What follows belongs to an exercise in optimizing a design on an open flow for small area and a short achievable clock period; a production flow would make more cautious choices. At most, simulation tests tie the RTL to the original design; equivalence was not proved. Power and IR drop assume default switching activity.

==> flow/design.v (excerpt) <==
module divider
(
    input              clk,
    input              reset,
    input  [31:0]      A,
    input  [31:0]      B,
    input              start,
    input  [7:0]       Physical_address_in,
    input  [31:0]      PC_in,
    input              divider_op_in,
    output             divide_zero_exception,
    output [31:0]      Result,
    output [7:0]       Physical_address_out,
    output [31:0]      PC_out,
    output             done
);
    wire [31:0] x0 = A;
    wire [31:0] d0 = B;
    wire [33:0] e0 = {2'b0, B} + {1'b0, B, 1'b0};   
    wire        v0 = start;
    wire        op0 = divider_op_in;
    wire        z0 = (A != 32'd0) && (B == 32'd0);
    wire [7:0]  pa0 = Physical_address_in;
    wire [31:0] pc0 = PC_in;
    wire [31:0] x0_0 = x0;
    wire [1:0] s0_0_x = x0_0[31:30];
    wire [34:0] s0_0_m0 = 35'd0;
    wire [34:0] s0_0_m1 = {3'b0, d0};
    wire s0_0_h1 = ~|s0_0_m1[34:2];
    wire [1:0] s0_0_n1 = s0_0_m1[1:0];
    wire [1:0] s0_0_s1_g0 = s0_0_x & ~s0_0_n1;
    wire [1:0] s0_0_s1_p0 = ~(s0_0_x ^ s0_0_n1);
    wire [1:0] s0_0_s1_G0 = {s0_0_s1_g0[1:1], s0_0_s1_g0[0] | s0_0_s1_p0[0]};
    wire [1:0] s0_0_s1_P0 = s0_0_s1_p0;
    wire s0_0_s1_l0_1_g = s0_0_s1_G0[1] | (s0_0_s1_P0[1] & s0_0_s1_G0[0]);
    wire s0_0_s1_l0_1_p = s0_0_s1_P0[1] & s0_0_s1_P0[0];
    wire s0_0_s1_co = s0_0_s1_l0_1_g;
    wire [1:0] s0_0_s1_cin = {s0_0_s1_G0[0], 1'b1};
    wire [1:0] s0_0_s1_df = s0_0_s1_p0 ^ s0_0_s1_cin;
  ...
==> flow/config.mk <==
export PLATFORM = sky130hd
export DESIGN_NAME = divider
export DESIGN_NICKNAME = divider
export VERILOG_FILES = /design/flow/design.v
export SDC_FILE = /design/flow/constraint.sdc
export NUM_CORES = 8
export LEC_CHECK = 0
export ABC_AREA = 1
export CAP_MARGIN = 5
export CORE_MARGIN = 2
export CORE_UTILIZATION = 45
export CTS_CLUSTER_DIAMETER = 100
export CTS_CLUSTER_SIZE = 28
export GPL_TIMING_DRIVEN = 0
export SETUP_SLACK_MARGIN = 0.1
export SLEW_MARGIN = 5
==> flow/constraint.sdc <==
create_clock -name core_clock -period 8.0 [get_ports {clk}]
set_input_delay 1.6000 -clock core_clock [delete_from_list [all_inputs] [get_ports {clk}]]
set_output_delay 1.6000 -clock core_clock [all_outputs]
set_load 0.01 [all_outputs]
standard.sh (not shown) runs the stock make flow with config.mk's settings and CLKGATE_MAP_FILE= SYNTH_SCRIPT=/design/flow/synth_recipe.tcl, a recipe that flattens the netlist after the stock synthesis.
==> flow/flow/run.sh <==
#!/bin/bash
set -euo pipefail
export BUFFER_PORTS_ARGS="-buffer_cell sky130_fd_sc_hd__buf_2"
export RECOVER_POWER=100
bash standard.sh > standard.log 2>&1
Testbench counts at the start, summed over its fixed seeds: latency 120,000, ops 24,000.
==> next run, changes <==
==> flow/flow/run.sh (replaced) <==
#!/bin/bash
set -euo pipefail
export BUFFER_PORTS_ARGS="-buffer_cell sky130_fd_sc_hd__buf_1"
export RECOVER_POWER=100

bash standard.sh > standard.log 2>&1
- CORE_UTILIZATION: 45 -> 40
After rerunning:
- via count grows slightly
- total power hardly moves
- wire length grows slightly
- global-route usage shrinks by 3.1 points
- clock-buffer cell count does not change
- setup slack loses 0.053 ns
- clock skew grows by 0.0096 ns
- core utilization shrinks by 5.8 points
==> next run, changes <==
==> flow/run.sh (new file) <==
#!/bin/bash
# synth_recipe.tcl (not shown) runs the flow's synth.tcl, then flattens the netlist and writes it again
# the make line also repeats each setting of config.mk as NAME=value (left out here)
make -C /OpenROAD-flow-scripts/flow DESIGN_CONFIG=/design/flow/config.mk WORK_HOME=/design/flow/orfs CLKGATE_MAP_FILE= SYNTH_SCRIPT=/design/flow/synth_recipe.tcl finish
- CAP_MARGIN: 5 -> 20
- CTS_CLUSTER_DIAMETER: 100 -> 60
- CTS_CLUSTER_SIZE: 28 -> 20
- SETUP_SLACK_MARGIN: 0.1 -> unset
- SLEW_MARGIN: 5 -> 20
removed: flow/flow/run.sh
removed: flow/standard.sh
Clock-buffer cell count grows by 36.
Global-route usage shrinks by 0.15 points.
Setup slack is better by 0.0085 ns.
Final cell count goes up by 0.39%.
Clock power grows by 50%.
Routed wire length came out lower by 0.90%.
Flip-flop and latch count stays the same.
Fmax is about the same.
==> next run, changes <==
- CTS_CLUSTER_DIAMETER: 60 -> unset
- CTS_CLUSTER_SIZE: 20 -> 24
Outcome: Sequential power is about the same; power rises by a few percent; cell area grows slightly; first-iteration DRC count shrinks by a few percent; worst hold slack is worse by 0.046 ns.
==> next run, changes <==
- CTS_CLUSTER_DIAMETER: unset -> 60
- CTS_CLUSTER_SIZE: 24 -> 20
- SETUP_SLACK_MARGIN: unset -> 0.8
What happened:
- The changed run finished clean
- non-clock buffer count rose by 165
- worst setup slack is better by 0.28 ns
- power is about the same
- cell area rose by 5.0%
- via count rose by 1.7%
- global-route usage rose by 1.3 points
- area after synthesis is unchanged
- die area is unchanged
- core utilization rose by 2.4 points
- clock-buffer cell count fell by 19

Setup of the previous run:
divider, a different RTL version from the one above (not shown whole).
For scale: about 180 I/O pins, about 55000 um^2 of cells after synthesis.
## divider
module divider
(
    input              clk,
    input              reset,
    input  [31:0]      A,
    input  [31:0]      B,
    input              start,
    input  [7:0]       Physical_address_in,
    input  [31:0]      PC_in,
    input              divider_op_in,
    output             divide_zero_exception,
    output [31:0]      Result,
    output [7:0]       Physical_address_out,
    output [31:0]      PC_out,
    output             done
);
clock: 8.0 ns
lec_check: 0
abc_area: 1
cap_margin: 20
core_margin: 2
core_utilization: 40
slew_margin: 20
run.sh (not shown) runs the stock make flow with config.mk's settings and CLKGATE_MAP_FILE= SYNTH_SCRIPT=/design/flow/synth_recipe.tcl, a recipe that flattens the netlist after the stock synthesis.
Stock flow here: none of the scripts above is used.
Input-level comparison between the current run and the previous run:
Settings: ABC_AREA no longer set, was 1.
### Flow results
- STATUS run=the current run STAGES=ALL_DONE FINAL_CHECKS=FAILED CAUSE=antenna rules, setup timing
- The previous run closes out successfully: all stages finished, all timing, DRC and antenna checks passed.
- Summary of the current run over the previous run: fraction of standard cell area in multi-input logic decreased 2.8 points, total number of clock tree sinks now sits at about the same level, share of final layout cell area taken by clock buffers and inverters saw a decrease.
- The current run against the previous run: setup slack down 2.62 ns; gate count after technology mapping fell about 30%; number of gates given a new drive strength after cts rose 410%; final worst hold slack went down 0.0072 ns.
No run of this note included a check of the RTL's function; only the layout flow was run.

==> port drivers added, routing unchanged <==
Ports are ideal in the flow. The routed layouts listed here were re-timed in OpenROAD.
Step 1 assumes that a clkbuf_16 drives the clock port and a buf_2 every other input.
Step 2, shift: input delay + t, output delay - t, t = (earliest + latest rising clock arrival at the registers) / 2. This alone moves slack from input paths to output paths.
Slacks: ideal ports / drivers / drivers and shift; pairs: ideal ports / drivers.
| run | t (ns) | setup slack, ns | hold WS [ns] | clock arrival spread, ns | worst register clock-pin slew, ns |
|---|---|---|---|---|---|
| the first run of note 1 | 0.754 | 0.328 / 0.328 / -0.196 | 0.317 / 0.317 / 0.317 | 0.056 / 0.056 | 0.11 / 0.11 |
| the second run of note 1 | 0.744 | 0.275 / 0.275 / -0.143 | 0.317 / 0.317 / 0.317 | 0.066 / 0.066 | 0.12 / 0.12 |
| the third run of note 1 | 0.762 | 0.284 / 0.271 / -0.101 | 0.296 / 0.296 / 0.296 | 0.059 / 0.059 | 0.08 / 0.08 |
| the fourth run of note 1 | 0.777 | 0.264 / 0.182 / -0.103 | 0.250 / 0.250 / 0.250 | 0.083 / 0.082 | 0.07 / 0.07 |
| the fifth run of note 1 | 0.784 | 0.540 / 0.540 / -0.035 | 0.312 / 0.312 / 0.312 | 0.072 / 0.072 | 0.08 / 0.08 |
| the previous run | 0.785 | 0.252 / 0.252 / 0.252 | 0.301 / 0.301 / 0.301 | 0.060 / 0.060 | 0.08 / 0.08 |
| the current run | 0.771 | -2.367 / -2.367 / -2.367 | 0.294 / 0.294 / 0.294 | 0.070 / 0.070 | 0.07 / 0.07 |
With both steps, setup timing fails in 5 of these runs, where it was met with ideal ports. For the fifth run of note 1, which loses most, drivers alone change the setup slack by 0.000 ns; drivers and shift together by -0.575 ns.
